What follows belongs to an exercise in optimizing a design on an open flow for small area; a production flow would make more cautious choices.
Function was checked by simulation only, so behaviour that the tests miss may differ from the original.
No activity file was given, so power comes from the tool's default toggle rates.

`design/flow/config.mk`:
```
export PLATFORM = sky130hd
export DESIGN_NAME = lcd_i2c_top
export DESIGN_NICKNAME = lcd_i2c_top
export VERILOG_FILES = /design/flow/design.v
export SDC_FILE = /design/flow/constraint.sdc
export NUM_CORES = 4
export LEC_CHECK = 0
export CAP_MARGIN = 20
export CORE_MARGIN = 2
export CORE_UTILIZATION = 40
export SLEW_MARGIN = 20
```
`design/flow/constraint.sdc`:
```
create_clock -name core_clock -period 10.0 [get_ports {clk}]
set_input_delay 2.0000 -clock core_clock [delete_from_list [all_inputs] [get_ports {clk}]]
set_output_delay 2.0000 -clock core_clock [all_outputs]
set_load 0.01 [all_outputs]
```
`design/flow/design.v`:
```
module lcd_i2c_top(
    input           clk,                     
    input           rst_n,                   
    input  [6:0]    i2c_addr,                
    input  [127:0]  row1,                    
    input  [127:0]  row2,                    
    input           sda_in,                  
    output          scl,                     
    output          sda_low                  
);
    reg  [6:0]  pre;
    wire        tick = (pre == 7'd113);
    always @(posedge clk, negedge rst_n) begin
        if (!rst_n)
            pre <= 7'd48;
        else
            pre <= {pre[5:0], pre[6] ^ pre[5] ^ tick};
    end
    reg  [3:0]  c;
    reg  [4:0]  r;
    reg  [2:0]  y;                           
    reg  [1:0]  s;                           
    reg  [3:0]  j;                           
    reg         scl_r, sl;
    assign scl     = scl_r;
    assign sda_low = sl;
    wire        A     = y[2];
    wire [2:0]  kb    = r[3:1];              
    wire        cend  = (c == 4'd15);
    wire        fin_b = (y == 3'b011);       
    wire        lgap  = !y[2] && !y[0];      
    wire        done  = (s == 2'd0) && (j == 4'd0);
    wire        hold  = (r == 5'd17 && c == 4'd3 && sda_in) || (done && r == 5'd22);
    wire        inc   = tick && !hold;
    wire [255:0] rows = {row1, row2};
    wire [255:0] rrev;
    genvar g;
    generate
        for (g = 0; g < 256; g = g + 1) begin : rv
            assign rrev[g] = rows[255 - g];
        end
    endgenerate
    wire [3:0]  l1 = ~(4'd1 << kb[1:0]);
    wire [3:0]  l2 = ~(4'd1 << {j[0], y[1]});
    wire [3:0]  l3 = ~(4'd1 << j[2:1]);
    wire [3:0]  l4 = ~(4'd1 << {s[1], j[3]});
    wire [63:0] m1;
    wire [15:0] m2;
    wire [3:0]  m3;
    wire        rbit;
    generate
        for (g = 0; g < 64; g = g + 1) begin : s1
            lcd_sel4 u (.d(rrev[g*4 +: 4]), .l(l1), .y(m1[g]));
        end
        for (g = 0; g < 16; g = g + 1) begin : s2
            lcd_sel4 u (.d(m1[g*4 +: 4]), .l(l2), .y(m2[g]));
        end
        for (g = 0; g < 4; g = g + 1) begin : s3
            lcd_sel4 u (.d(m2[g*4 +: 4]), .l(l3), .y(m3[g]));
        end
    endgenerate
    lcd_sel4 s4 (.d(m3), .l(l4), .y(rbit));
    reg  [7:0]  cmd;
    always @(*) begin
        case (j[2:0])
            3'd2:    cmd = 8'h02;
            3'd3:    cmd = 8'h28;
            3'd4:    cmd = 8'h0C;
            3'd5:    cmd = 8'h06;
            3'd6:    cmd = 8'h01;
            default: cmd = {1'b1, s[1], 6'd0};
        endcase
    end
    wire [7:0]  cmdr = {cmd[0], cmd[1], cmd[2], cmd[3], cmd[4], cmd[5], cmd[6], cmd[7]};
    wire        cbit = cmdr[{y[1], kb[1:0]}];
    wire        dbit = s[0] ? rbit : cbit;
    reg         tail;
    always @(*) begin
        case (kb[1:0])
            2'd0:    tail = 1'b1;            
            2'd1:    tail = ~y[0];           
            2'd2:    tail = 1'b0;            
            default: tail = s[0];            
        endcase
    end
    wire [7:0]  abyte = {i2c_addr, 1'b0};
    wire        abit  = abyte[3'd7 - kb];
    wire        bit_o = A ? abit : (kb[2] ? tail : dbit);
    always @(posedge clk, negedge rst_n) begin
        if (!rst_n) begin
            c     <= 4'd10;
            r     <= 5'd28;
            y     <= 3'b100;
            s     <= 2'd0;
            j     <= 4'd10;
            scl_r <= 1'b1;
            sl    <= 1'b0;
        end else if (tick) begin
            if (!r[4])
                scl_r <= r[0];
            else if (r == 5'd16 || r == 5'd18 || r == 5'd31)
                scl_r <= 1'b0;
            else if ((r == 5'd17 && c == 4'd4) || (r == 5'd21 && c == 4'd12))
                scl_r <= 1'b1;
            if (!r[4] && !r[0] && c == 4'd6)
                sl <= ~bit_o;                                
            else if (r == 5'd16)
                sl <= 1'b0;                                  
            else if (r == 5'd30 && c == 4'd5 && A)
                sl <= 1'b1;                                  
            else if ((r == 5'd30 && c == 4'd13) || (r == 5'd26 && c == 4'd5))
                if (!A) sl <= (y == 3'b000) | ~s[0];         
            if (inc) begin
                if (cend) begin
                    if (r == 5'd16) begin
                        c <= 4'd3;
                        r <= 5'd17;
                    end else if (r == 5'd18) begin
                        c <= lgap ? 4'd15 : 4'd12;
                        r <= fin_b ? 5'd20 : (lgap ? 5'd24 : 5'd29);
                        y <= y[2] ? 3'b000 : (fin_b ? 3'b100 : y + 3'd1);
                        if (fin_b) begin
                            j <= (s == 2'd1 && j == 4'd15) ? j : j + 4'd1;
                            s <= (j == 4'd15) ? s + 2'd1 : s;
                        end
                    end else begin
                        c <= 4'd5;
                        r <= r + 5'd1;
                    end
                end else
                    c <= c + 4'd1;
            end
        end
    end
endmodule
module lcd_sel4(
    input  [3:0] d,
    input  [3:0] l,
    output       y
);
    assign y = &(d | l);
endmodule
```
`design/flow/flow/run.sh`:
```
#!/bin/bash
# Layout flow: the standard ORFS flow (standard.sh) with two changes.
#  - Synthesis maps the logic with an area-oriented ABC script (flow/abc.script, used in
#    place of ORFS's abc_speed.script in a private copy of ORFS's scripts folder) and
#    without ORFS's adder extraction (ADDER_MAP_FILE empty). Registers are mapped exactly
#    as in the standard synthesis (same names and cells).
#  - Every input and output port is buffered with sky130_fd_sc_hd__buf_1.
# make's output goes to flow_make.log here; each ORFS step also logs to orfs/logs/.
set -euo pipefail
W=$(pwd)
rm -rf "$W/orfs_scripts"
cp -r "$FLOW_HOME/scripts" "$W/orfs_scripts"
cp "$W/flow/abc.script" "$W/orfs_scripts/abc_speed.script"
bash standard.sh "SCRIPTS_DIR=$W/orfs_scripts" "ADDER_MAP_FILE=" \
    'BUFFER_PORTS_ARGS=-buffer_cell sky130_fd_sc_hd__buf_1' finish > flow_make.log 2>&1
```
`design/flow/flow/abc.script`:
```
strash
&get -n
&dch -f
&nf -R 1000
&put
```
`design/flow/standard.sh`:
```
#!/bin/bash
# synth_recipe.tcl (not shown) runs the flow's synth.tcl, then flattens the netlist and writes it again
# the make line also repeats each setting of config.mk as NAME=value (left out here)
make -C /OpenROAD-flow-scripts/flow DESIGN_CONFIG=/design/flow/config.mk WORK_HOME=/design/flow/orfs CLKGATE_MAP_FILE= SYNTH_SCRIPT=/design/flow/synth_recipe.tcl "${@:-finish}"
```
==> results of run 1 <==
[registers in the layout (all words and copies together) (netlist names)]
name   count
c          4
j          4
pre        7
r          5
s          2
scl_r      1
sl         1
y          3
[stage by stage]
step / total power (uW) / instance area (sq um) / worst slack [ps] / hold WS, ps
6_report: 233 / 4100 / 6210 / 382
5_1_grt: 245 / 4100 / 5810 / 389
4_1_cts: 234 / 4100 / 6250 / 383
3_5_place_dp: 166 / 4050 / 6140 / 363
3_3_place_gp: 166 / 4040 / 6170 / 365
2_1_floorplan: 123 / 2870 / 6470 / 346
[routing by layer]
metal,track usage,vias to the layer above,part of all wire
met3,0.0690,31,0.090
li1,-,2288,-
met4,0.0744,0,0.014
met2,0.572,295,0.49
met5,0,-,0
met1,0.418,2182,0.41
[layout make-up]
class,instances,area share
Multi-Input combinational cell,373,0.528
Timing Repair Buffer,273,0.255
Sequential cell,27,0.168
Tap cell,96,0.0293
Clock buffer,3,0.0101
Inverter,7,0.00641
Clock inverter,1,0.00214
[cell families (layout without fill, tap and decap cells)]
| kind of cell | after synthesis | after routing | synth area share |
|---|---|---|---|
| xor+xnor | 8 | 8 | 0.0244 |
| simple gates | 113 | 113 | 0.198 |
| flops | 27 | 27 | 0.241 |
| compound gates | 249 | 249 | 0.517 |
| buf+inv | 7 | 284 | 0.00917 |
| mux | 3 | 3 | 0.0113 |
[worst max-delay path, stage by stage, from the launching register on]
cell      delay, ps
dfstp_2         660
clkinv_1        270
nand2_2         510
buf_4           490
o22ai_1         140
o21ai_0         370
nand4_1         170
a22oi_1         250
nand3_1         120
nand3_1          90
a41oi_1         110
mux2i_1         180
o22ai_1         100
nand2_1          80
a41oi_1         100
[synthesized netlist by cell type, types with 4 or more instances]
master and instances:
nor4_1 4, dfstp_2 11, nand3_1 13, nor2b_1 4, o211ai_1 6, nor3_1 11, nand2_1 35, dfrtp_1 16
nor2_1 14, a21oi_1 13, a22oi_1 5, xor2_1 4, o22ai_1 131, xnor2_1 4, o21ai_0 80, nand4_1 19
clkinv_1 7
[power by group through the flow]
| stage | clock [uW] | combinational, uW | sequential [uW] |
|---|---|---|---|
| 2_1_floorplan | 0 | 11.4 | 111 |
| 3_3_place_gp | 0 | 54.7 | 111 |
| 3_5_place_dp | 0 | 55.2 | 111 |
| 4_1_cts | 68.4 | 55.8 | 109 |
| 5_1_grt | 73.1 | 62.7 | 109 |
| 6_report | 67.4 | 56.6 | 109 |
[worst max-delay path by stage]
| stage | from | endpoint | depth (start not counted) | slack [ps] |
|---|---|---|---|---|
| finish | r[2]$_DFFE_PN1P_ | sl$_DFFE_PN0P_ | 14 | 6210 |
| global route | r[2]$_DFFE_PN1P_ | sl$_DFFE_PN0P_ | 14 | 5810 |
| CTS | r[2]$_DFFE_PN1P_ | sl$_DFFE_PN0P_ | 14 | 6250 |
| detailed placement | row2[96] | sl$_DFFE_PN0P_ | 12 | 6140 |
| global placement | row1[106] | sl$_DFFE_PN0P_ | 12 | 6170 |
| floorplan | row1[42] | sl$_DFFE_PN0P_ | 10 | 6470 |
==> impl_metrics.py, run 1 <==
metrics = {
    "yosys": {
        "synth_area_leaders": "o22ai_1 (29%), dfrtp_1 (14%), o21ai_0 (14%)",
        "synth_top_area_cell": "o22ai_1",
        "synth-main-ff-cell": "dfrtp_1",
        "synth_top_area_frac": 0.286,
        "ys.warnings.count": 1,
        "synth-edff-count": 0,
        "ys_seq_elements": 27,
        "ys_types": 37,
        "syn_area_sq_mm": 0.00287,
        "syn_nets": 673,
        "synth_cells": 407,
        "synth.avg_cell_area_sq_um": 7.04,
        "async_reset_ff_frac": 1.00,
        "ys_seq_area_frac": 0.241,
    },
    "pwr": {
        "pwr-share-clk": 0.289,
        "p_int_uw": 169,
        "cellPowerDensity_mw_per_mm2": 56.9,
        "swShare": 0.274,
        "leakagePower_uw": 0.00127,
        "peakVddDrop_mv": 0.0526,
        "pwr-share-comb": 0.242,
        "p_seq_frac": 0.469,
        "p_switching_uw": 63.8,
    },
    "run": {
        "drv_cap": 0,
    },
    "worst_setup_path": {
        "rrSetupSlack_ps": 6210,
        "crit_path_end_kind": "flip-flop",
        "r2r_end": "sl$_DFFE_PN0P_",
        "crit_arrival_ps": 3940,
        "cp.required_ps": 10150,
        "r2r-start": "r[2]$_DFFE_PN1P_",
        "crit_fanout": 40,
        "crit_type": "reg2reg",
        "reg2regPathDepth": 14,
        "cp-start-kind": "flip-flop",
    },
    "routing": {
        "vias": 4796,
        "drt_iter0_markers": 307,
        "drtAntennaViolNets": 0,
        "drt_wl_total_um": 13600,
        "wire_per_inst_um": 17.4,
        "drc_errors": 0,
        "via_per_inst": 6.15,
        "dr.pass1.iters": 5,
    },
    "final_layout": {
        "stdcell_count": 780,
        "layout_common_cells": "buf_1 (267), o22ai_1 (131), o21ai_0 (80), nand2_1 (31), nand4_1 (19)",
        "layout-drive-gt1-share": 0.0395,
        "utilization": 0.597,
        "n_antenna_cell": 0,
        "area.growth.synth_to_final_pct": 43.0,
        "layout_commonest_cell": "buf_1",
        "nets": 951,
        "n_fill_cell": 689,
        "multi_input_area_sq_mm": 0.00217,
        "ff_latch_area_sq_um": 689,
    },
    "floorplanning": {
        "chipWidth_um": 88.7,
        "floorplan.rows": 30,
        "start_util": 0.417,
        "core_sq_mm": 0.00687,
        "die_y_um": 88.7,
        "die-area_sq_mm": 0.00786,
        "pin_count": 268,
    },
    "clocking": {
        "cts.path.max_buffers": 2,
        "clkLatencyLatePin_ps": 280,
        "ctsResizeCount": 0,
        "cts_hold_buf": 0,
        "ctsHtreeMaxLevel": 1,
        "cts-root-buf": "clkbuf_8",
        "path_clk_slew_ps": 100,
        "numCtsBuffers": 3,
        "cts_tree": "built",
        "cts_sinks": 27,
        "post_cts_buffers": 0,
    },
    "placement": {
        "numPortBuffers": 267,
        "place.detailed.hpwl_um": 10300,
        "gp_congestion": 0.980,
        "dp_cells": 776,
    },
    "sta": {
        "fmax_ghz": 0.264,
        "maxSlewHeadroom": 0.359,
        "setup_viol": 0,
        "rsz0062_at_grt": "false",
        "hold_viol_final": 0,
        "post-route-min-period_ps": 3790,
        "slew_viol_final": 0,
        "tightest_slew_ps": 961,
        "fin_setup_tns_ps": 0,
        "fin_crit_sh": 0.379,
        "finClkSkew_ps": 4.62,
    },
    "global_routing": {
        "grt_util_all_layers": 0.329,
        "grt_pass1_vias": 4314,
        "grt_overflow": 0,
        "antenna_found_initial": 0,
        "grt_max_degree": 67,
        "grt_pass1_wl_um": 20500,
    },
    "worst_hold_path": {
        "hold_path_class": "reg2reg",
        "hold_depth": 0,
        "min_from": "pre[4]$_DFF_PN1_",
        "hold_path_end": "pre[5]$_DFF_PN1_",
    },
    "status": {
        "status": "complete, no violations",
    },
}
==> run 2: changes to the inputs <==
==> design/flow/design.v (replaced) <==
module lcd_i2c_top(
    input           clk,                     
    input           rst_n,                   
    input  [6:0]    i2c_addr,                
    input  [127:0]  row1,                    
    input  [127:0]  row2,                    
    input           sda_in,                  
    output          scl,                     
    output          sda_low                  
);
    reg  [6:0]  pre;
    wire        tick = (pre == 7'd113);
    always @(posedge clk, negedge rst_n) begin
        if (!rst_n)
            pre <= 7'd48;
        else
            pre <= {pre[5:0], pre[6] ^ pre[5] ^ tick};
    end
    reg  [3:0]  c;
    reg  [4:0]  r;
    reg  [2:0]  y;                           
    reg  [1:0]  s;                           
    reg  [3:0]  j;                           
    reg         scl_r, sl;
    assign scl     = scl_r;
    assign sda_low = sl;
    wire        A     = y[2];
    wire [2:0]  kb    = r[3:1];              
    wire        cend  = (c == 4'd15);
    wire        fin_b = (y == 3'b011);       
    wire        done  = (s == 2'd0) && (j == 4'd0);
    wire        hold  = (r == 5'd17 && c == 4'd3 && sda_in) || (done && r == 5'd22);
    wire        inc   = tick && !hold;
    wire        gend  = (!y[2] && !y[0]) ? (r == 5'd26 && c == 4'd5)
                                         : (r == 5'd21 && c == 4'd8 && !fin_b);
    wire [255:0] rows = {row1, row2};
    wire [255:0] rrev;
    genvar g;
    generate
        for (g = 0; g < 256; g = g + 1) begin : rv
            assign rrev[g] = rows[255 - g];
        end
    endgenerate
    wire [7:0]  l1 = ~(8'd1 << {y[1], kb[1:0]});
    wire [7:0]  l2 = ~(8'd1 << j[2:0]);
    wire [3:0]  l3 = ~(4'd1 << {s[1], j[3]});
    wire [31:0] m1;
    wire [3:0]  m2;
    generate
        for (g = 0; g < 32; g = g + 1) begin : s1
            assign m1[g] = &(rrev[g*8 +: 8] | l1);
        end
        for (g = 0; g < 4; g = g + 1) begin : s2
            assign m2[g] = &(m1[g*8 +: 8] | l2);
        end
    endgenerate
    wire        rbit = &(m2 | l3);
    reg  [7:0]  cmd;
    always @(*) begin
        case (j[2:0])
            3'd2:    cmd = 8'h02;
            3'd3:    cmd = 8'h28;
            3'd4:    cmd = 8'h0C;
            3'd5:    cmd = 8'h06;
            3'd6:    cmd = 8'h01;
            default: cmd = {1'b1, s[1], 6'd0};
        endcase
    end
    wire [7:0]  cmdr = {cmd[0], cmd[1], cmd[2], cmd[3], cmd[4], cmd[5], cmd[6], cmd[7]};
    wire        cbit = cmdr[{y[1], kb[1:0]}];
    wire        dbit = s[0] ? rbit : cbit;
    reg         tail;
    always @(*) begin
        case (kb[1:0])
            2'd0:    tail = 1'b1;            
            2'd1:    tail = ~y[0];           
            2'd2:    tail = 1'b0;            
            default: tail = s[0];            
        endcase
    end
    wire [7:0]  abyte = {i2c_addr, 1'b0};
    wire        abit  = abyte[3'd7 - kb];
    wire        bit_o = A ? abit : (kb[2] ? tail : dbit);
    always @(posedge clk, negedge rst_n) begin
        if (!rst_n) begin
            c     <= 4'd10;
            r     <= 5'd27;
            y     <= 3'b100;
            s     <= 2'd0;
            j     <= 4'd10;
            scl_r <= 1'b1;
            sl    <= 1'b0;
        end else if (tick) begin
            if (!r[4])
                scl_r <= r[0];
            else if (r == 5'd16 || r == 5'd18 || r == 5'd30)
                scl_r <= 1'b0;
            else if ((r == 5'd17 && c != 4'd3) || (r == 5'd20 && fin_b))
                scl_r <= 1'b1;
            if (!r[4] && !r[0] && c == 4'd6)
                sl <= ~bit_o;                                
            else if (r == 5'd16)
                sl <= 1'b0;                                  
            else if (r == 5'd29)
                sl <= 1'b1;                                  
            else if (r == 5'd20 && c == 4'd6 && !fin_b)
                sl <= A | ~s[0];                             
            if (inc) begin
                if (gend) begin
                    c <= 4'd5;
                    r <= 5'd0;
                    y <= y[2] ? 3'b000 : y + 3'd1;
                end else if (cend) begin
                    r <= (r == 5'd30) ? 5'd0 : r + 5'd1;
                    if (r == 5'd16)
                        c <= 4'd3;
                    else if (r == 5'd21 && fin_b) begin
                        c <= 4'd12;
                        y <= 3'b100;
                        j <= (s == 2'd1 && j == 4'd15) ? j : j + 4'd1;
                        s <= (j == 4'd15) ? s + 2'd1 : s;
                    end else
                        c <= 4'd5;
                end else
                    c <= c + 4'd1;
            end
        end
    end
endmodule
==> impl_metrics.py, run 2 <==
metrics = {
    "sta": {
        "fin_crit_sh": 0.394,
        "fin_setup_tns_ps": 0,
        "setup_viol": 0,
        "hold_viol_final": 0,
        "setup_slack_ps": 6060,
        "slew_viol_final": 0,
        "tightest_slew_ps": 1100,
        "maxSlewHeadroom": 0.254,
        "finClkSkew_ps": 4.09,
        "post-route-min-period_ps": 3940,
        "rsz0062_at_grt": "false",
        "fmax_ghz": 0.254,
    },
    "global_routing": {
        "grt_max_degree": 33,
        "grt_pass1_vias": 4340,
        "grt_overflow": 0,
        "grt_pass1_wl_um": 20900,
        "antenna_found_initial": 0,
        "grt_util_all_layers": 0.345,
    },
    "placement": {
        "place.detailed.hpwl_um": 10900,
        "gp_congestion": 0.986,
        "dpl_cell_area_sq_mm": 0.00402,
        "numPortBuffers": 267,
        "place_ws_ps": 5800,
        "dp_cells": 747,
    },
    "clocking": {
        "numCtsBuffers": 3,
        "cts.path.max_buffers": 2,
        "cts_sinks": 27,
        "post_cts_buffers": 0,
        "path_clk_slew_ps": 100,
        "ctsHtreeMaxLevel": 1,
        "cts-root-buf": "clkbuf_8",
        "ctsResizeCount": 0,
        "clkLatencyLatePin_ps": 280,
        "cts_tree": "built",
        "cts_hold_buf": 0,
    },
    "floorplanning": {
        "die-area_sq_mm": 0.00775,
        "chipWidth_um": 88.0,
        "floorplan.rows": 30,
        "pin_count": 268,
        "core_sq_mm": 0.00683,
        "start_util": 0.413,
        "die_y_um": 88.0,
    },
    "yosys": {
        "synth_area_leaders": "o22ai_1 (29%), dfrtp_1 (13%), dfstp_2 (11%)",
        "synth-main-ff-cell": "dfrtp_1",
        "ys_seq_elements": 27,
        "synth_cells": 374,
        "synth-edff-count": 0,
        "synth_common_cells": "o22ai_1 (130), nand2_1 (37), o41ai_1 (32), nor2_1 (23), dfrtp_1 (15)",
        "ys_types": 43,
        "syn_nets": 640,
        "ys_seq_area_frac": 0.245,
        "synth_top_area_cell": "o22ai_1",
        "synth.avg_cell_area_sq_um": 7.55,
        "syn_area_sq_mm": 0.00282,
        "yosysMostFrequentCell": "o22ai_1",
        "synth_top_area_frac": 0.288,
        "async_reset_ff_frac": 1.00,
        "ys.warnings.count": 1,
    },
    "status": {
        "status": "complete, no violations",
    },
    "worst_setup_path": {
        "path_buf_inv": 1,
        "crit_fanout": 1,
        "cp-start-kind": "input pin",
        "crit_path_end_kind": "flip-flop",
        "slowest_delay_ps": 650,
        "crit_arrival_ps": 4100,
        "path_cells": "buf_1, o22ai_1, o41ai_1, nand4_1, nor2_1, or3_1, nand4_1, a21oi_1, nor2_1, a311oi_1, o21ai_0, nand2_1, a41oi_1",
        "cp_slowest_cell": "o41ai_1",
        "rrSetupSlack_ps": 6270,
        "cp.required_ps": 10160,
        "crit_type": "in2reg",
        "cp_top_family": "compound AO/OA/AOI/OAI gates",
    },
    "worst_hold_path": {
        "hold_path_class": "reg2reg",
    },
    "routing": {
        "met3_length_um": 946,
        "drtAntennaViolNets": 0,
        "drt_iter0_markers": 284,
        "drt_wl_total_um": 14100,
        "wl_met2_um": 6900,
        "drc_errors": 0,
        "wire_per_inst_um": 18.7,
        "route.layer.met1.wl_um": 5730,
        "routed.top_layer": "met4",
        "via_per_inst": 6.19,
        "vias": 4647,
        "dr.pass1.iters": 5,
    },
    "final_layout": {
        "largest_reg_flops": 7,
        "fin_area_sq_mm": 0.00407,
        "nets": 922,
        "layout_common_cells": "buf_1 (267), o22ai_1 (130), nand2_1 (37), o41ai_1 (32), nor2_1 (23)",
        "stdcell_count": 751,
        "regMostFlops": "pre",
        "n_antenna_cell": 0,
        "n_fill_cell": 695,
        "top_regs": "pre (7), r (5)",
        "layout_commonest_cell": "buf_1",
        "area.growth.synth_to_final_pct": 44.1,
        "layout-drive-gt1-share": 0.0412,
    },
    "run": {
        "drv_cap": 0,
    },
    "pwr": {
        "leakagePower_uw": 0.00124,
        "totalPowerFinal_uw": 227,
        "cellPowerDensity_mw_per_mm2": 55.7,
        "peakVddDrop_mv": 0.0520,
    },
}
run 2: path summary, 6_finish.rpt:
| check | from | end | depth (start not counted) |
|---|---|---|---|
| worst min-delay path | pre[4]$_DFF_PN1_ | pre[5]$_DFF_PN1_ | 0 |
| worst max register to register | r[2]$_DFFE_PN0P_ | sl$_DFFE_PN0P_ | 15 |
| max in group asynchronous | rst_n | r[3]$_DFFE_PN1P_ | 2 |
| worst max-delay path | row2[87] | sl$_DFFE_PN0P_ | 13 |
| worst min register to register | pre[4]$_DFF_PN1_ | pre[5]$_DFF_PN1_ | 0 |
| min in group asynchronous | rst_n | pre[0]$_DFF_PN0_ | 2 |
run 2: power by group:
part	total, uW	leakage, uW	internal, uW	switching [uW]
Clock	66.0	0.0000217	28.4	37.6
Combinational	51.2	0.000896	30.0	21.3
Sequential	109	0.000318	109	0
run 2: worst register-to-register path: cells and delay by family (launching register included):
kind                   cells  cell delay [ps]
AOI/OAI and AO/OA          6             1340
and+or+nand+nor            8             1260
buffers and inverters      1              370
DFF                        1              620
run 2: logic make-up after synthesis:
logic type | count (synthesis) | synth area share
AO/OA/AOI/OAI | 205 | 0.485
AND/OR/NAND/NOR | 127 | 0.227
flip-flops | 27 | 0.245
XOR/XNOR | 8 | 0.0248
buffers and inverters | 5 | 0.00665
multiplexers | 2 | 0.0120
run 2: routing by layer:
metal,track usage,vias up
met1,0.422,2108
met2,0.620,286
met3,0.0405,41
li1,-,2212
met5,0,-
met4,0.129,0
run 2: area by class of cell:
class / count / area [sq um] / share of cell area
flip-flops and latches: 27 / 691 / 0.170
inverters: 5 / 18.8 / 0.00461
clock buffers: 3 / 41.3 / 0.0101
repair buffers: 277 / 1080 / 0.265
clock inverters: 1 / 7.51 / 0.00184
multi-input cells: 342 / 2110 / 0.520
well taps: 96 / 120 / 0.0295
run 2: stage by stage:
stage / hold slack [ps] / utilization
detailed placement: 358 / 0.589
CTS: 375 / 0.596
floorplan: 345 / -
finish: 374 / 0.596
global route: 384 / 0.596
global placement: 358 / 0.589
==> run 3: changes to the inputs <==
--- a/design/flow/design.v
+++ b/design/flow/design.v
@@ -41,7 +41,7 @@
             assign rrev[g] = rows[255 - g];
         end
     endgenerate
-    wire [7:0]  l1 = ~(8'd1 << {y[1], kb[1:0]});
+    wire [7:0]  l1 = ~(8'd1 << {A ? kb[2] : y[1], kb[1:0]});
     wire [7:0]  l2 = ~(8'd1 << j[2:0]);
     wire [3:0]  l3 = ~(4'd1 << {s[1], j[3]});
     wire [31:0] m1;
@@ -55,19 +55,19 @@
         end
     endgenerate
     wire        rbit = &(m2 | l3);
-    reg  [7:0]  cmd;
-    always @(*) begin
-        case (j[2:0])
-            3'd2:    cmd = 8'h02;
-            3'd3:    cmd = 8'h28;
-            3'd4:    cmd = 8'h0C;
-            3'd5:    cmd = 8'h06;
-            3'd6:    cmd = 8'h01;
-            default: cmd = {1'b1, s[1], 6'd0};
-        endcase
-    end
-    wire [7:0]  cmdr = {cmd[0], cmd[1], cmd[2], cmd[3], cmd[4], cmd[5], cmd[6], cmd[7]};
-    wire        cbit = cmdr[{y[1], kb[1:0]}];
+    function [7:0] rev8(input [7:0] v);
+        rev8 = {v[0], v[1], v[2], v[3], v[4], v[5], v[6], v[7]};
+    endfunction
+    wire [7:0]  cg;
+    assign cg[0] = 1'b0;
+    assign cg[1] = 1'b0;
+    assign cg[2] = &(rev8(8'h02) | l1);
+    assign cg[3] = &(rev8(8'h28) | l1);
+    assign cg[4] = &(rev8(8'h0C) | l1);
+    assign cg[5] = &(rev8(8'h06) | l1);
+    assign cg[6] = &(rev8(8'h01) | l1);
+    assign cg[7] = &(rev8({1'b1, s[1], 6'd0}) | l1);     
+    wire        cbit = &(cg | l2);
     wire        dbit = s[0] ? rbit : cbit;
     reg         tail;
     always @(*) begin
@@ -78,8 +78,8 @@
             default: tail = s[0];            
         endcase
     end
-    wire [7:0]  abyte = {i2c_addr, 1'b0};
-    wire        abit  = abyte[3'd7 - kb];
+    wire [7:0]  arev  = {1'b0, i2c_addr[0], i2c_addr[1], i2c_addr[2], i2c_addr[3], i2c_addr[4], i2c_addr[5], i2c_addr[6]};
+    wire        abit  = &(arev | l1);
     wire        bit_o = A ? abit : (kb[2] ? tail : dbit);
     always @(posedge clk, negedge rst_n) begin
         if (!rst_n) begin
--- a/design/flow/config.mk
+++ b/design/flow/config.mk
@@ -5,7 +5,9 @@
 export SDC_FILE = /design/flow/constraint.sdc
 export NUM_CORES = 4
 export LEC_CHECK = 0
-export CAP_MARGIN = 20
+export CAP_MARGIN = 0
 export CORE_MARGIN = 2
 export CORE_UTILIZATION = 40
-export SLEW_MARGIN = 20
+export CTS_BUF_LIST = sky130_fd_sc_hd__clkbuf_8
+export GPL_TIMING_DRIVEN = 0
+export SLEW_MARGIN = 0
==> impl_metrics.py, run 3 <==
metrics = {
    "final_layout": {
        "layout-drive-gt1-share": 0.0334,
        "regMostFlops": "pre",
        "fin_area_sq_mm": 0.00397,
        "layout_commonest_cell": "buf_1",
        "area.growth.synth_to_final_pct": 46.0,
        "layout_common_cells": "buf_1 (266), o22ai_1 (131), o41ai_1 (32), nor2_1 (29), nand2_1 (22)",
        "nets": 896,
        "top_regs": "pre (7), r (5)",
        "n_antenna_cell": 0,
        "largest_reg_flops": 7,
    },
    "pwr": {
        "pwr-share-comb": 0.225,
        "leakagePower_uw": 0.00125,
        "p_int_uw": 165,
        "peakVddDrop_mv": 0.0865,
        "cellPowerDensity_mw_per_mm2": 56.7,
        "p_switching_uw": 60.4,
        "pwr-share-clk": 0.289,
        "p_seq_frac": 0.486,
        "swShare": 0.269,
    },
    "sta": {
        "setup_viol": 0,
        "rsz0062_at_grt": "false",
        "fmax_ghz": 0.239,
        "fin_crit_sh": 0.419,
        "tightest_slew_ps": 1380,
        "finClkSkew_ps": 11.3,
        "post-route-min-period_ps": 4190,
        "fin_setup_tns_ps": 0,
        "whs_ps": 378,
        "slew_viol_final": 0,
        "hold_viol_final": 0,
        "maxSlewHeadroom": 0.0775,
    },
    "yosys": {
        "synth_area_leaders": "o22ai_1 (30%), dfrtp_1 (14%), dfstp_2 (12%)",
        "synth-main-ff-cell": "dfrtp_1",
        "synth_top_area_cell": "o22ai_1",
        "ys_seq_area_frac": 0.254,
        "async_reset_ff_frac": 1.00,
        "yosysMostFrequentCell": "o22ai_1",
        "ys_seq_elements": 27,
        "synth_cells": 354,
        "synth_common_cells": "o22ai_1 (131), o41ai_1 (32), nor2_1 (29), nand2_1 (22)",
        "synth-edff-count": 0,
        "ys_types": 43,
        "syn_area_sq_mm": 0.00272,
        "synth.avg_cell_area_sq_um": 7.68,
        "ys.warnings.count": 1,
        "synth_top_area_frac": 0.302,
        "syn_nets": 620,
    },
    "worst_setup_path": {
        "crit_path_end_kind": "flip-flop",
        "r2r-start": "r[3]$_DFFE_PN1P_",
        "r2r_end": "sl$_DFFE_PN0P_",
        "cp-start-kind": "flip-flop",
        "crit_path_start": "r[3]$_DFFE_PN1P_",
        "crit_fanout": 34,
        "crit_type": "reg2reg",
        "crit_arrival_ps": 4360,
        "critPathCapture": "sl$_DFFE_PN0P_",
        "cp.required_ps": 10160,
        "reg2regPathDepth": 11,
        "rrSetupSlack_ps": 5810,
    },
    "routing": {
        "dr.pass1.iters": 5,
        "wire_per_inst_um": 20.6,
        "via_per_inst": 6.49,
        "drc_errors": 0,
        "drt_wl_total_um": 14600,
        "drtAntennaViolNets": 0,
        "vias": 4601,
        "drt_iter0_markers": 394,
    },
    "placement": {
        "numPortBuffers": 267,
        "gp_congestion": 0.926,
        "place.detailed.hpwl_um": 10700,
        "dpl_cell_area_sq_mm": 0.00385,
    },
    "global_routing": {
        "antenna_found_initial": 0,
        "grt_max_degree": 36,
        "grt_overflow": 0,
        "grt_pass1_vias": 4181,
        "grt_pass1_wl_um": 21300,
        "grt_util_all_layers": 0.364,
    },
    "floorplanning": {
        "die-area_sq_mm": 0.00747,
        "pin_count": 268,
        "core_sq_mm": 0.00668,
        "die_y_um": 86.4,
        "start_util": 0.407,
        "floorplan.rows": 30,
        "chipWidth_um": 86.4,
    },
    "clocking": {
        "ctsResizeCount": 0,
        "cts_sinks": 27,
        "cts_tree": "built",
        "clkLatencyLatePin_ps": 290,
        "cts_hold_buf": 0,
        "cts.path.max_buffers": 2,
        "ctsHtreeMaxLevel": 1,
        "numCtsBuffers": 3,
        "post_cts_buffers": 0,
        "path_clk_slew_ps": 100,
        "cts-root-buf": "clkbuf_8",
    },
    "status": {
        "status": "complete, no violations",
    },
    "run": {
        "drv_cap": 0,
    },
    "worst_hold_path": {
        "hold_path_class": "reg2reg",
    },
}
-- run 3: power groups by stage --
stage | combinational, uW | sequential, uW | clock, uW
2_1_floorplan | 6.36 | 111 | 0
3_3_place_gp | 48.6 | 111 | 0
3_5_place_dp | 48.9 | 111 | 0
4_1_cts | 49.5 | 109 | 64.5
5_1_grt | 55.2 | 109 | 67.8
6_report | 50.6 | 109 | 64.9
-- run 3: through the flow --
step / total power, uW / worst slack (ps) / std cells / util
final: 225 / 5810 / 709 / 0.594
after global routing: 232 / 5570 / 709 / 0.594
after CTS: 223 / 5890 / 706 / 0.584
after detailed placement: 160 / 5770 / 702 / 0.577
after global placement: 160 / 5720 / 701 / 0.572
after floorplan: 118 / 6350 / 354 / -
-- run 3: area by class of cell --
| cell class | count | area (sq um) |
|---|---|---|
| Tap cell | 80 | 100 |
| Fill cell | 671 | 2710 |
| Timing Repair Buffer | 271 | 1100 |
| Clock inverter | 1 | 3.75 |
| Inverter | 6 | 22.5 |
| Clock buffer | 3 | 41.3 |
| Sequential cell | 27 | 691 |
| Multi-Input combinational cell | 321 | 2010 |
-- run 3: worst min-delay path by stage --
stage,start,end,slack [ps],cells after the start
global placement,pre[4]$_DFF_PN1_,pre[5]$_DFF_PN1_,360,0
floorplan,pre[0]$_DFF_PN0_,pre[1]$_DFF_PN0_,350,0
global route,pre[4]$_DFF_PN1_,pre[5]$_DFF_PN1_,380,0
CTS,pre[4]$_DFF_PN1_,pre[5]$_DFF_PN1_,380,0
detailed placement,pre[1]$_DFF_PN0_,pre[2]$_DFF_PN0_,360,0
finish,pre[4]$_DFF_PN1_,pre[5]$_DFF_PN1_,380,0
-- run 3: cell families (layout without fill, tap and decap cells) --
kind of cell / after synthesis / after routing / synth area share
AOI/OAI and AO/OA: 208 / 208 / 0.512
and+or+nand+nor: 104 / 104 / 0.196
xor gates and xnor gates: 8 / 8 / 0.0258
DFF: 27 / 27 / 0.254
muxes: 1 / 1 / 0.00414
buffers and inverters: 6 / 281 / 0.00829
-- run 3: per-layer routing --
layer  routed length (um)  track usage  part of all wire  up-vias
met5                    0            0                 0        -
met4                  312       0.0895             0.021        0
met3                 1750        0.106              0.12       30
met2                 6650        0.557              0.46      314
met1                 5890        0.508              0.40     2133
li1                     -            -                 -     2124
-- run 3: critical path, stage by stage, from the launching register on --
cell,delay (ps)
dfstp_2,680
a21oi_1,200
nand2_1,1040
o22ai_1,150
o41ai_1,800
nand4_1,240
o21ai_0,210
a311oi_1,120
a311oi_1,320
o21ai_0,130
nand2_1,80
a31oi_1,70
==> run 4: changes to the inputs <==
--- a/design/flow/config.mk
+++ b/design/flow/config.mk
@@ -8,6 +8,5 @@
 export CAP_MARGIN = 0
 export CORE_MARGIN = 2
 export CORE_UTILIZATION = 40
-export CTS_BUF_LIST = sky130_fd_sc_hd__clkbuf_8
 export GPL_TIMING_DRIVEN = 0
 export SLEW_MARGIN = 0
==> impl_metrics.py, run 4 <==
metrics = {
    "floorplanning": {
        "die_y_um": 86.4,
        "die-area_sq_mm": 0.00747,
        "pin_count": 268,
        "chipWidth_um": 86.4,
        "floorplan.rows": 30,
        "core_sq_mm": 0.00668,
        "start_util": 0.407,
    },
    "yosys": {
        "synth_simple_gate_area_frac": 0.196,
        "syn_area_sq_mm": 0.00272,
        "synthAdderAreaFrac": 0,
        "ys_seq_elements": 27,
        "synth_top_area_cell": "o22ai_1",
        "synth_compound_area_frac": 0.512,
        "synth_mux_area_frac": 0.00414,
        "synth_common_cells": "o22ai_1 (131), o41ai_1 (32), nor2_1 (29), nand2_1 (22)",
        "synth_area_leaders": "o22ai_1 (30%), dfrtp_1 (14%), dfstp_2 (12%)",
        "synth_cells": 354,
        "synth-xor-area-share": 0.0258,
        "async_reset_ff_frac": 1.00,
        "ys_types": 43,
        "synth-edff-count": 0,
        "syn_nets": 620,
        "ys_seq_area_frac": 0.254,
        "yosysMostFrequentCell": "o22ai_1",
        "synth-main-ff-cell": "dfrtp_1",
        "synth_top_family_by_area": "compound AO/OA/AOI/OAI gates",
        "synth.avg_cell_area_sq_um": 7.68,
        "synth_top_area_frac": 0.302,
        "ys.warnings.count": 1,
    },
    "sta": {
        "setup_viol": 0,
        "whs_ps": 378,
        "post-route-min-period_ps": 4160,
        "maxSlewHeadroom": 0.0937,
        "finClkSkew_ps": 12.3,
        "tightest_slew_ps": 1360,
        "hold_viol_final": 0,
        "slew_viol_final": 0,
        "fmax_ghz": 0.241,
        "fin_setup_tns_ps": 0,
        "rsz0062_at_grt": "false",
        "fin_crit_sh": 0.416,
    },
    "clocking": {
        "cts-root-buf": "clkbuf_8",
        "cts.path.max_buffers": 2,
        "path_clk_slew_ps": 100,
        "post_cts_buffers": 0,
        "numCtsBuffers": 3,
        "cts_hold_buf": 0,
        "cts_tree": "built",
        "ctsResizeCount": 0,
        "clkLatencyLatePin_ps": 290,
        "cts_sinks": 27,
        "ctsHtreeMaxLevel": 1,
    },
    "pwr": {
        "swShare": 0.268,
        "cellPowerDensity_mw_per_mm2": 56.9,
        "pwr-share-clk": 0.292,
        "p_int_uw": 166,
        "peakVddDrop_mv": 0.0883,
        "leakagePower_uw": 0.00124,
        "p_switching_uw": 60.5,
        "p_seq_frac": 0.484,
        "pwr-share-comb": 0.224,
    },
    "final_layout": {
        "layout_commonest_cell": "buf_1",
        "n_antenna_cell": 0,
        "ff_latch_area_sq_um": 691,
        "area.growth.synth_to_final_pct": 46.0,
        "stdcell_count": 709,
        "regMostFlops": "pre",
        "multi_input_area_sq_mm": 0.00201,
        "layout-drive-gt1-share": 0.0334,
        "top_regs": "pre (7), r (5)",
        "utilization": 0.594,
        "n_fill_cell": 671,
        "largest_reg_flops": 7,
        "layout_common_cells": "buf_1 (266), o22ai_1 (131), o41ai_1 (32), nor2_1 (29), nand2_1 (22)",
        "nets": 896,
    },
    "routing": {
        "via_per_inst": 6.50,
        "drt_iter0_markers": 403,
        "wire_per_inst_um": 20.5,
        "drtAntennaViolNets": 0,
        "drt_wl_total_um": 14600,
        "drc_errors": 0,
        "dr.pass1.iters": 5,
        "vias": 4610,
    },
    "global_routing": {
        "grt_pass1_wl_um": 21300,
        "antenna_found_initial": 0,
        "grt_overflow": 0,
        "grt_pass1_vias": 4181,
        "grt_util_all_layers": 0.364,
        "grt_max_degree": 36,
    },
    "worst_setup_path": {
        "crit_path_end_kind": "flip-flop",
        "cp_slowest_cell": "nand2_1",
        "cp-start-kind": "flip-flop",
        "cp.required_ps": 10160,
        "path_cells": "a21oi_1, nand2_1, o22ai_1, o41ai_1, nand4_1, o21ai_0, a311oi_1, a311oi_1, o21ai_0, nand2_1, a31oi_1",
        "rrSetupSlack_ps": 5840,
        "crit_type": "reg2reg",
        "crit_arrival_ps": 4320,
        "slowest_delay_ps": 1020,
        "cp_top_family": "compound AO/OA/AOI/OAI gates",
        "crit_fanout": 34,
        "path_buf_inv": 0,
    },
    "worst_hold_path": {
        "hold_path_class": "reg2reg",
    },
    "placement": {
        "place.detailed.hpwl_um": 10700,
        "numPortBuffers": 267,
        "dp_cells": 702,
        "gp_congestion": 0.926,
    },
    "status": {
        "status": "complete, no violations",
    },
    "run": {
        "drv_cap": 0,
    },
}
[run 4: cell counts after synthesis]
No cell type changed its count.
[run 4: cell families after synthesis]
kind of cell | count (synthesis)
AOI/OAI and AO/OA | 208
and+or+nand+nor | 104
DFF | 27
xor gates and xnor gates | 8
buffers and inverters | 6
muxes | 1
[run 4: metrics by stage]
| step | setup WS (ps) | total power [uW] | cell area (sq um) |
|---|---|---|---|
| floorplan | 6350 | 118 | 2720 |
| global placement | 5720 | 160 | 3820 |
| detailed placement | 5770 | 160 | 3850 |
| CTS | 5890 | 224 | 3900 |
| global route | 5570 | 233 | 3970 |
| finish | 5840 | 226 | 3970 |
[run 4: path summary, 6_finish.rpt]
check                                 start               end  cells past startpoint
setup / recovery           r[3]$_DFFE_PN1P_    sl$_DFFE_PN0P_                     11
hold / removal             pre[4]$_DFF_PN1_  pre[5]$_DFF_PN1_                      0
setup reg to reg           r[3]$_DFFE_PN1P_    sl$_DFFE_PN0P_                     11
hold reg to reg            pre[4]$_DFF_PN1_  pre[5]$_DFF_PN1_                      0
max in group asynchronous             rst_n  s[1]$_DFFE_PN0P_                      1
min in group asynchronous             rst_n  s[0]$_DFFE_PN0P_                      1
[run 4: power by group through the flow]
stage | clock, uW | sequential, uW | combinational [uW]
3_5_place_dp | 0 | 111 | 48.9
6_report | 66.1 | 109 | 50.5
2_1_floorplan | 0 | 111 | 6.36
4_1_cts | 65.5 | 109 | 49.5
5_1_grt | 68.7 | 109 | 55.2
3_3_place_gp | 0 | 111 | 48.6
[run 4: area by class of cell]
type / instances / share of cell area
Inverter: 6 / 0.00567
Sequential cell: 27 / 0.174
Multi-Input combinational cell: 321 / 0.506
Tap cell: 80 / 0.0252
Clock buffer: 4 / 0.0113
Timing Repair Buffer: 271 / 0.277
[run 4: routing by layer]
layer / global-route usage / part of all wire / vias up / wire length, um
li1: - / - / 2124 / -
met4: 0.0895 / 0.020 / 0 / 297
met3: 0.106 / 0.13 / 28 / 1840
met1: 0.508 / 0.40 / 2123 / 5820
met2: 0.557 / 0.45 / 335 / 6610
met5: 0 / 0 / - / 0
==> run 5: changes to the inputs <==
--- a/design/flow/config.mk
+++ b/design/flow/config.mk
@@ -5,7 +5,7 @@
 export SDC_FILE = /design/flow/constraint.sdc
 export NUM_CORES = 4
 export LEC_CHECK = 0
-export CAP_MARGIN = 0
+export CAP_MARGIN = 20
 export CORE_MARGIN = 2
 export CORE_UTILIZATION = 40
 export GPL_TIMING_DRIVEN = 0
==> impl_metrics.py, run 5 <==
metrics = {
    "global_routing": {
        "grt_overflow": 0,
        "antenna_found_initial": 0,
        "grt_max_degree": 35,
        "grt_pass1_vias": 4275,
        "grt_util_all_layers": 0.370,
        "grt_pass1_wl_um": 21700,
    },
    "worst_setup_path": {
        "path_cells": "buf_1, o22ai_1, o41ai_1, nand4_1, nor2_1, o311a_1, a311oi_1, a311oi_1, o21ai_0, nand2_1, a31oi_1",
        "crit_fanout": 1,
        "r2r_end": "sl$_DFFE_PN0P_",
        "crit_arrival_ps": 4210,
        "reg2regPathDepth": 14,
        "crit_type": "in2reg",
        "r2r-start": "y[2]$_DFFE_PN1P_",
        "crit_path_end_kind": "flip-flop",
        "slowest_delay_ps": 680,
        "cp-start-kind": "input pin",
        "cp.required_ps": 10150,
        "rrSetupSlack_ps": 5930,
        "cpMostUsedCell": "a311oi_1",
        "cp_slowest_cell": "o41ai_1",
    },
    "sta": {
        "hold_viol_final": 0,
        "slew_viol_final": 0,
        "fin_crit_sh": 0.407,
        "finClkSkew_ps": 10.1,
        "fin_setup_tns_ps": 0,
        "setup_viol": 0,
        "fmax_ghz": 0.246,
        "tightest_slew_ps": 1070,
        "rsz0062_at_grt": "false",
        "maxSlewHeadroom": 0.284,
        "post-route-min-period_ps": 4070,
    },
    "final_layout": {
        "nets": 900,
        "n_antenna_cell": 0,
        "largest_reg_flops": 7,
        "n_fill_cell": 634,
        "layout-drive-gt1-share": 0.0395,
        "layout_commonest_cell": "buf_1",
        "layout_common_cells": "buf_1 (266), o22ai_1 (131), o41ai_1 (32), nor2_1 (29), nand2_1 (22)",
        "fin_area_sq_mm": 0.00406,
        "area.growth.synth_to_final_pct": 49.3,
        "regMostFlops": "pre",
        "top_regs": "pre (7), r (5)",
    },
    "yosys": {
        "syn_nets": 620,
        "synth_top_area_cell": "o22ai_1",
        "synth_top_area_frac": 0.302,
        "ys_types": 43,
        "synth-main-ff-cell": "dfrtp_1",
        "syn_area_sq_mm": 0.00272,
        "synth_area_leaders": "o22ai_1 (30%), dfrtp_1 (14%), dfstp_2 (12%)",
        "synth-edff-count": 0,
        "ys_seq_area_frac": 0.254,
        "synth.avg_cell_area_sq_um": 7.68,
        "async_reset_ff_frac": 1.00,
        "ys_seq_elements": 27,
        "yosysMostFrequentCell": "o22ai_1",
        "ys.warnings.count": 1,
        "synth_common_cells": "o22ai_1 (131), o41ai_1 (32), nor2_1 (29), nand2_1 (22)",
        "synth_cells": 354,
    },
    "routing": {
        "met3_length_um": 1790,
        "wire_per_inst_um": 20.6,
        "routed.top_layer": "met4",
        "via_per_inst": 6.45,
        "wl_met2_um": 6610,
        "drt_wl_total_um": 14700,
        "drt_iter0_markers": 370,
        "drtAntennaViolNets": 0,
        "drc_errors": 0,
        "vias": 4601,
        "route.layer.met1.wl_um": 5930,
        "dr.pass1.iters": 5,
    },
    "clocking": {
        "cts-root-buf": "clkbuf_8",
        "ctsResizeCount": 0,
        "clkLatencyLatePin_ps": 280,
        "cts.path.max_buffers": 2,
        "cts_tree": "built",
        "cts_sinks": 27,
        "ctsHtreeMaxLevel": 1,
        "path_clk_slew_ps": 90,
        "cts_hold_buf": 0,
        "post_cts_buffers": 0,
        "numCtsBuffers": 3,
    },
    "pwr": {
        "leakagePower_uw": 0.00129,
        "cellPowerDensity_mw_per_mm2": 55.2,
        "peakVddDrop_mv": 0.0732,
    },
    "placement": {
        "dpl_cell_area_sq_mm": 0.00401,
        "numPortBuffers": 267,
        "place.detailed.hpwl_um": 11300,
        "gp_congestion": 0.926,
    },
    "floorplanning": {
        "floorplan.rows": 30,
        "core_sq_mm": 0.00668,
        "chipWidth_um": 86.4,
        "die_y_um": 86.4,
        "start_util": 0.407,
        "pin_count": 268,
        "die-area_sq_mm": 0.00747,
    },
    "status": {
        "status": "complete, no violations",
    },
    "worst_hold_path": {
        "hold_depth": 0,
        "hold_path_class": "reg2reg",
        "min_from": "pre[4]$_DFF_PN1_",
        "hold_path_end": "pre[5]$_DFF_PN1_",
    },
    "run": {
        "drv_cap": 0,
    },
}
==> run 5: cell counts after synthesis <==
No cell type changed its count.
==> run 5: report_power, final <==
group          switching, uW  total, uW  internal, uW
combinational           23.2       50.6          27.4
clock                   35.3       63.9          28.6
sequential                 0        109           109
total                   58.5        224           165
==> run 5: worst max-delay path: cells and delay by family <==
| kind | cells | cell delay [ps] |
|---|---|---|
| buffers and inverters | 1 | 200 |
| AOI/OAI and AO/OA | 7 | 1570 |
| and+or+nand+nor | 3 | 440 |
==> run 5: worst max path at each step <==
stage | slack [ps] | start | endpoint
3_5_place_dp | 5770 | row2[80] | sl$_DFFE_PN0P_
5_1_grt | 5670 | y[2]$_DFFE_PN1P_ | sl$_DFFE_PN0P_
6_report | 5930 | row2[80] | sl$_DFFE_PN0P_
2_1_floorplan | 6350 | sda_in | y[0]$_DFFE_PN0P_
3_3_place_gp | 5720 | y[2]$_DFFE_PN1P_ | sl$_DFFE_PN0P_
4_1_cts | 5970 | y[2]$_DFFE_PN1P_ | sl$_DFFE_PN0P_
==> run 5: per-layer routing <==
metal  up-vias  global-route usage
met3        39               0.126
met5         -                   0
met4         0              0.0980
li1       2131                   -
met2       327               0.560
met1      2104               0.507
==> run 5: cell families (layout without fill, tap and decap cells) <==
| group | Yosys count | in the layout | synth area share |
|---|---|---|---|
| AO/OA/AOI/OAI | 208 | 208 | 0.512 |
| buffers and inverters | 6 | 285 | 0.00829 |
| flip-flops | 27 | 27 | 0.254 |
| multiplexers | 1 | 1 | 0.00414 |
| AND/OR/NAND/NOR | 104 | 104 | 0.196 |
| XOR/XNOR | 8 | 8 | 0.0258 |
==> run 5: through the flow <==
stage	setup WS, ps	util	hold WS, ps	total power, uW	instances
floorplan	6350	-	347	118	354
global placement	5720	0.572	358	160	701
detailed placement	5770	0.600	356	160	708
CTS	5970	0.606	371	224	712
global route	5670	0.607	376	234	713
finish	5930	0.607	370	224	713
==> run 5: cell type report <==
type	instances	area, sq um	share of cell area
Clock buffer	4	45.0	0.0111
Inverter	6	22.5	0.00555
Multi-Input combinational cell	321	2010	0.495
Sequential cell	27	691	0.170
Tap cell	80	100	0.0247
Timing Repair Buffer	275	1190	0.293
==> run 6: changes to the inputs <==
--- a/design/flow/config.mk
+++ b/design/flow/config.mk
@@ -8,5 +8,4 @@
 export CAP_MARGIN = 20
 export CORE_MARGIN = 2
 export CORE_UTILIZATION = 40
-export GPL_TIMING_DRIVEN = 0
-export SLEW_MARGIN = 0
+export SLEW_MARGIN = 20
==> impl_metrics.py, run 6 <==
metrics = {
    "status": {
        "status": "complete, no violations",
    },
    "run": {
        "drv_cap": 0,
    },
    "yosys": {
        "synth-edff-count": 0,
        "synth_common_cells": "o22ai_1 (131), o41ai_1 (32), nor2_1 (29), nand2_1 (22)",
        "syn_nets": 620,
        "ys_seq_elements": 27,
        "synth-main-ff-cell": "dfrtp_1",
        "synth_top_area_frac": 0.302,
        "synth.avg_cell_area_sq_um": 7.68,
        "async_reset_ff_frac": 1.00,
        "ys_seq_area_frac": 0.254,
        "synth_cells": 354,
        "ys.warnings.count": 1,
        "ys_types": 43,
        "yosysMostFrequentCell": "o22ai_1",
        "syn_area_sq_mm": 0.00272,
        "synth_area_leaders": "o22ai_1 (30%), dfrtp_1 (14%), dfstp_2 (12%)",
        "synth_top_area_cell": "o22ai_1",
    },
    "sta": {
        "fin_crit_sh": 0.391,
        "rsz0062_at_grt": "false",
        "fmax_ghz": 0.256,
        "slew_viol_final": 0,
        "post-route-min-period_ps": 3910,
        "fin_setup_tns_ps": 0,
        "setup_viol": 0,
        "finClkSkew_ps": 2.93,
        "hold_viol_final": 0,
        "maxSlewHeadroom": 0.196,
        "setup_slack_ps": 6090,
        "tightest_slew_ps": 1200,
    },
    "pwr": {
        "peakVddDrop_mv": 0.0624,
        "p_seq_frac": 0.479,
        "pwr-share-comb": 0.228,
        "p_switching_uw": 61.8,
        "p_int_uw": 166,
        "leakagePower_uw": 0.00123,
        "swShare": 0.271,
        "pwr-share-clk": 0.292,
        "cellPowerDensity_mw_per_mm2": 57.9,
    },
    "final_layout": {
        "nets": 901,
        "layout-drive-gt1-share": 0.0394,
        "n_fill_cell": 661,
        "top_regs": "pre (7), r (5)",
        "layout_common_cells": "buf_1 (267), o22ai_1 (131), o41ai_1 (32), nor2_1 (29), nand2_1 (22)",
        "regMostFlops": "pre",
        "area.growth.synth_to_final_pct": 45.0,
        "layout_commonest_cell": "buf_1",
        "largest_reg_flops": 7,
    },
    "placement": {
        "numPortBuffers": 267,
        "place.detailed.hpwl_um": 11400,
        "place_ws_ps": 5910,
        "gp_congestion": 0.922,
    },
    "routing": {
        "drt_wl_total_um": 14700,
        "routed.top_layer": "met4",
        "via_per_inst": 6.48,
        "wl_met2_um": 6580,
        "dr.pass1.iters": 5,
        "met3_length_um": 1930,
        "wire_per_inst_um": 20.6,
        "route.layer.met1.wl_um": 5830,
        "drt_iter0_markers": 494,
        "drc_errors": 0,
        "vias": 4635,
        "drtAntennaViolNets": 0,
    },
    "clocking": {
        "ctsResizeCount": 0,
        "path_clk_slew_ps": 100,
        "numCtsBuffers": 3,
        "cts-root-buf": "clkbuf_8",
        "post_cts_buffers": 0,
        "cts.path.max_buffers": 2,
        "cts_tree": "built",
        "cts_sinks": 27,
        "ctsHtreeMaxLevel": 1,
        "cts_hold_buf": 0,
        "clkLatencyLatePin_ps": 280,
    },
    "worst_setup_path": {
        "cp_slowest_cell": "o41ai_1",
        "crit_arrival_ps": 4070,
        "crit_path_end_kind": "flip-flop",
        "crit_type": "reg2reg",
        "path_cells": "nor2_1, a21o_1, nand2_1, buf_4, o22ai_1, o41ai_1, nand4_1, nor2_1, o311a_1, a311oi_1, a311oi_1, o21ai_0, nand2_1, a31oi_1",
        "path_buf_inv": 1,
        "cp_top_family": "compound AO/OA/AOI/OAI gates",
        "cp.required_ps": 10160,
        "slowest_delay_ps": 680,
        "crit_fanout": 20,
        "cp-start-kind": "flip-flop",
    },
    "global_routing": {
        "grt_max_degree": 35,
        "grt_util_all_layers": 0.372,
        "grt_pass1_wl_um": 21600,
        "grt_overflow": 0,
        "antenna_found_initial": 0,
        "grt_pass1_vias": 4254,
    },
    "worst_hold_path": {
        "hold_path_class": "reg2reg",
    },
    "floorplanning": {
        "chipWidth_um": 86.4,
        "core_sq_mm": 0.00668,
        "die-area_sq_mm": 0.00747,
        "pin_count": 268,
        "start_util": 0.407,
        "floorplan.rows": 30,
        "die_y_um": 86.4,
    },
}
[run 6: worst register-to-register path, delay by kind of cell (launching register included)]
kind	cells	cell delay, ps
DFF	1	630
buffers and inverters	1	400
and+or+nand+nor	5	1070
AOI/OAI and AO/OA	8	1690
[run 6: area by class of cell]
cell class | count | area [sq um] | area share
antenna | 1 | 2.50 | 0.000635
clock inverter | 1 | 8.76 | 0.00222
tap | 80 | 100 | 0.0254
timing repair buffer | 276 | 1070 | 0.272
sequential | 27 | 691 | 0.175
clock buffer | 3 | 41.3 | 0.0105
inverter | 6 | 22.5 | 0.00572
multi-input combinational | 321 | 2000 | 0.509
[run 6: worst paths after layout]
path	from	to	slack, ps	depth (start not counted)
setup / recovery	y[2]$_DFFE_PN1P_	sl$_DFFE_PN0P_	6090	14
hold / removal	pre[4]$_DFF_PN1_	pre[5]$_DFF_PN1_	370	0
setup reg to reg	y[2]$_DFFE_PN1P_	sl$_DFFE_PN0P_	6090	14
hold reg to reg	pre[4]$_DFF_PN1_	pre[5]$_DFF_PN1_	370	0
max in group asynchronous	rst_n	r[3]$_DFFE_PN1P_	8000	2
min in group asynchronous	rst_n	pre[0]$_DFF_PN0_	1700	2
[run 6: per-layer routing]
| layer | GRT usage | up-vias |
|---|---|---|
| met1 | 0.488 | 2125 |
| met5 | 0 | - |
| met4 | 0.115 | 0 |
| met2 | 0.570 | 326 |
| met3 | 0.141 | 39 |
| li1 | - | 2145 |
[run 6: cells by family (layout without fill, tap and decap cells)]
family,after synthesis,after routing,share of synthesized area
AND/OR/NAND/NOR,104,104,0.196
AO/OA/AOI/OAI,208,208,0.512
XOR/XNOR,8,8,0.0258
other,0,1,0
buffers and inverters,6,286,0.00829
multiplexers,1,1,0.00414
flip-flops,27,27,0.254
[run 6: stage by stage]
stage	instance area (sq um)	util	hold WS, ps	total power, uW	std cells
5_1_grt	3940	0.589	383	240	714
4_1_cts	3940	0.589	375	228	714
6_report	3940	0.590	374	228	715
2_1_floorplan	2720	-	347	118	354
3_3_place_gp	3890	0.582	357	161	710
3_5_place_dp	3890	0.582	363	162	710
[run 6: power by group through the flow]
stage               Sequential [uW]  Clock [uW]  Combinational (uW)
floorplan                       111           0                6.36
global placement                111           0                49.7
detailed placement              111           0                50.3
CTS                             109        68.2                50.8
global route                    109        74.0                56.6
finish                          109        66.6                52.1
==> run 7: changes to the inputs <==
--- a/design/flow/config.mk
+++ b/design/flow/config.mk
@@ -8,4 +8,8 @@
 export CAP_MARGIN = 20
 export CORE_MARGIN = 2
 export CORE_UTILIZATION = 40
+export CTS_BUF_LIST = sky130_fd_sc_hd__clkbuf_8
+export CTS_CLUSTER_DIAMETER = 200
+export CTS_CLUSTER_SIZE = 30
+export GPL_TIMING_DRIVEN = 0
 export SLEW_MARGIN = 20
==> impl_metrics.py, run 7 <==
metrics = {
    "yosys": {
        "syn_nets": 620,
        "ys_seq_elements": 27,
        "synth_area_leaders": "o22ai_1 (30%), dfrtp_1 (14%), dfstp_2 (12%)",
        "ys.warnings.count": 1,
        "synth-edff-count": 0,
        "yosysMostFrequentCell": "o22ai_1",
        "synth-main-ff-cell": "dfrtp_1",
        "ys_seq_area_frac": 0.254,
        "synth_cells": 354,
        "synth_common_cells": "o22ai_1 (131), o41ai_1 (32), nor2_1 (29), nand2_1 (22)",
        "synth.avg_cell_area_sq_um": 7.68,
        "ys_types": 43,
        "synth_top_area_frac": 0.302,
        "synth_top_area_cell": "o22ai_1",
        "async_reset_ff_frac": 1.00,
        "syn_area_sq_mm": 0.00272,
    },
    "routing": {
        "via_per_inst": 6.60,
        "vias": 4657,
        "wire_per_inst_um": 20.8,
        "drc_errors": 0,
        "dr.pass1.iters": 7,
        "drtAntennaViolNets": 0,
        "drt_wl_total_um": 14700,
        "drt_iter0_markers": 405,
    },
    "worst_setup_path": {
        "cp_top_family": "compound AO/OA/AOI/OAI gates",
        "slowest_delay_ps": 690,
        "cp-start-kind": "input pin",
        "cpMostUsedCell": "a311oi_1",
        "path_cells": "buf_1, o22ai_1, o41ai_1, nand4_1, nor2_1, o311a_1, a311oi_1, a311oi_1, o21ai_0, nand2_1, a31oi_1",
        "crit_type": "in2reg",
        "crit_arrival_ps": 4160,
        "path_buf_inv": 1,
        "crit_fanout": 1,
        "cp_slowest_cell": "o41ai_1",
        "rrSetupSlack_ps": 6060,
        "cp.required_ps": 10150,
        "crit_path_end_kind": "flip-flop",
    },
    "final_layout": {
        "regMostFlops": "pre",
        "ff_latch_area_sq_um": 691,
        "n_fill_cell": 671,
        "multi_input_area_sq_mm": 0.00203,
        "largest_reg_flops": 7,
        "nets": 893,
        "layout-drive-gt1-share": 0.0415,
        "area.growth.synth_to_final_pct": 44.4,
        "layout_commonest_cell": "buf_1",
        "n_antenna_cell": 0,
        "top_regs": "pre (7), r (5)",
        "layout_common_cells": "buf_1 (266), o22ai_1 (131), o41ai_1 (32), nor2_1 (29), nand2_1 (16)",
    },
    "floorplanning": {
        "die_y_um": 86.4,
        "die-area_sq_mm": 0.00747,
        "start_util": 0.407,
        "floorplan.rows": 30,
        "core_sq_mm": 0.00668,
        "pin_count": 268,
        "chipWidth_um": 86.4,
    },
    "sta": {
        "fin_crit_sh": 0.400,
        "fin_setup_tns_ps": 0,
        "rsz0062_at_grt": "false",
        "fmax_ghz": 0.250,
        "finClkSkew_ps": 14.6,
        "hold_viol_final": 0,
        "slew_viol_final": 0,
        "tightest_slew_ps": 1060,
        "post-route-min-period_ps": 4000,
        "maxSlewHeadroom": 0.294,
        "whs_ps": 371,
        "setup_viol": 0,
        "setup_slack_ps": 6000,
    },
    "clocking": {
        "numCtsBuffers": 3,
        "clkLatencyLatePin_ps": 280,
        "ctsResizeCount": 0,
        "cts_hold_buf": 0,
        "path_clk_slew_ps": 80,
        "cts_tree": "built",
        "cts.path.max_buffers": 2,
        "ctsHtreeMaxLevel": 1,
        "cts_sinks": 27,
        "cts-root-buf": "clkbuf_8",
        "post_cts_buffers": 0,
    },
    "pwr": {
        "cellPowerDensity_mw_per_mm2": 56.7,
        "totalPowerFinal_uw": 223,
        "leakagePower_uw": 0.00122,
        "peakVddDrop_mv": 0.0569,
    },
    "global_routing": {
        "grt_pass1_wl_um": 21400,
        "grt_pass1_vias": 4074,
        "antenna_found_initial": 0,
        "grt_max_degree": 36,
        "grt_util_all_layers": 0.366,
        "grt_overflow": 0,
    },
    "worst_hold_path": {
        "hold_path_class": "reg2reg",
    },
    "placement": {
        "place.detailed.hpwl_um": 10800,
        "numPortBuffers": 267,
        "place_ws_ps": 5820,
        "gp_congestion": 0.926,
    },
    "run": {
        "drv_cap": 0,
    },
    "status": {
        "status": "complete, no violations",
    },
}
[run 7: cell counts after synthesis]
No cell type changed its count.
[run 7: metal layers]
layer	vias up	track usage	share of wire
met2	321	0.555	0.46
met1	2194	0.520	0.41
met3	24	0.104	0.11
met5	-	0	0
li1	2118	-	-
met4	0	0.0781	0.013
[run 7: kinds of logic after synthesis]
family / synth area share
mux: 0.00414
buf+inv: 0.00829
xor+xnor: 0.0258
compound gates: 0.512
flops: 0.254
simple gates: 0.196
[run 7: final cells by class]
type / count / area share
multi-input combinational: 321 / 0.518
timing repair buffer: 268 / 0.263
sequential: 27 / 0.176
tap: 80 / 0.0255
clock buffer: 3 / 0.0105
inverter: 6 / 0.00574
clock inverter: 1 / 0.000957
[run 7: stage by stage]
step / instance area [sq um] / util / cells
after global placement: 3820 / 0.572 / 701
after global routing: 3920 / 0.587 / 706
after CTS: 3920 / 0.587 / 706
final: 3920 / 0.587 / 706
after floorplan: 2720 / - / 354
after detailed placement: 3870 / 0.580 / 702
[run 7: final timing paths]
kind | startpoint | endpoint | cells past startpoint
max | row2[80] | sl$_DFFE_PN0P_ | 11
min | pre[4]$_DFF_PN1_ | pre[5]$_DFF_PN1_ | 0
max reg2reg | y[2]$_DFFE_PN1P_ | sl$_DFFE_PN0P_ | 13
min reg2reg | pre[4]$_DFF_PN1_ | pre[5]$_DFF_PN1_ | 0
max in group asynchronous | rst_n | s[1]$_DFFE_PN0P_ | 1
min in group asynchronous | rst_n | c[0]$_DFFE_PN0P_ | 1
[run 7: report_power, final]
group          switching (uW)  internal (uW)
clock network            34.8           27.6
registers                   0            109
logic                    23.5           27.4
[run 7: worst reg2reg max path, delay by kind of cell (launching register included)]
kind               cells  cell delay [ps]
AOI/OAI and AO/OA      8             2140
and+or+nand+nor        5             1110
DFF                    1              620

port drivers added, routing unchanged:
How much do the figures lean on ideal ports? The routed layouts below were timed once more, with nothing changed but the port constraints. Step 1: set_driving_cell puts a clkbuf_16 on clk and a buf_2 on each other input, an assumption about the parent block. Step 2, shift: input delay + t, output delay - t, t = (earliest + latest rising clock arrival at the registers) / 2. This alone moves slack from input paths to output paths. a / b / c = ideal ports / drivers / drivers and shift; a / b = the first two.
run | shift t [ns] | setup WS [ns] | worst setup path at the end | clock arrival spread, ns | cell pins on the clock port's net
run 1 | 0.306 | 6.211 / 6.211 / 6.098 | input to register | 0.005 / 0.005 | 1
run 2 | 0.307 | 6.056 / 6.057 / 5.750 | input to register | 0.004 / 0.004 | 1
run 3 | 0.309 | 5.807 / 5.807 / 5.680 | input to register | 0.011 / 0.011 | 1
run 4 | 0.307 | 5.842 / 5.842 / 5.692 | input to register | 0.012 / 0.012 | 1
run 5 | 0.299 | 5.935 / 5.899 / 5.600 | input to register | 0.011 / 0.010 | 1
run 6 | 0.310 | 6.090 / 6.090 / 5.789 | input to register | 0.003 / 0.003 | 1
run 7 | 0.300 | 5.996 / 5.972 / 5.671 | input to register | 0.014 / 0.015 | 1
After both steps every run listed still meets setup and hold. The setup slack of run 5, which loses most, moves by -0.036 ns with the drivers and by -0.335 ns with both steps.
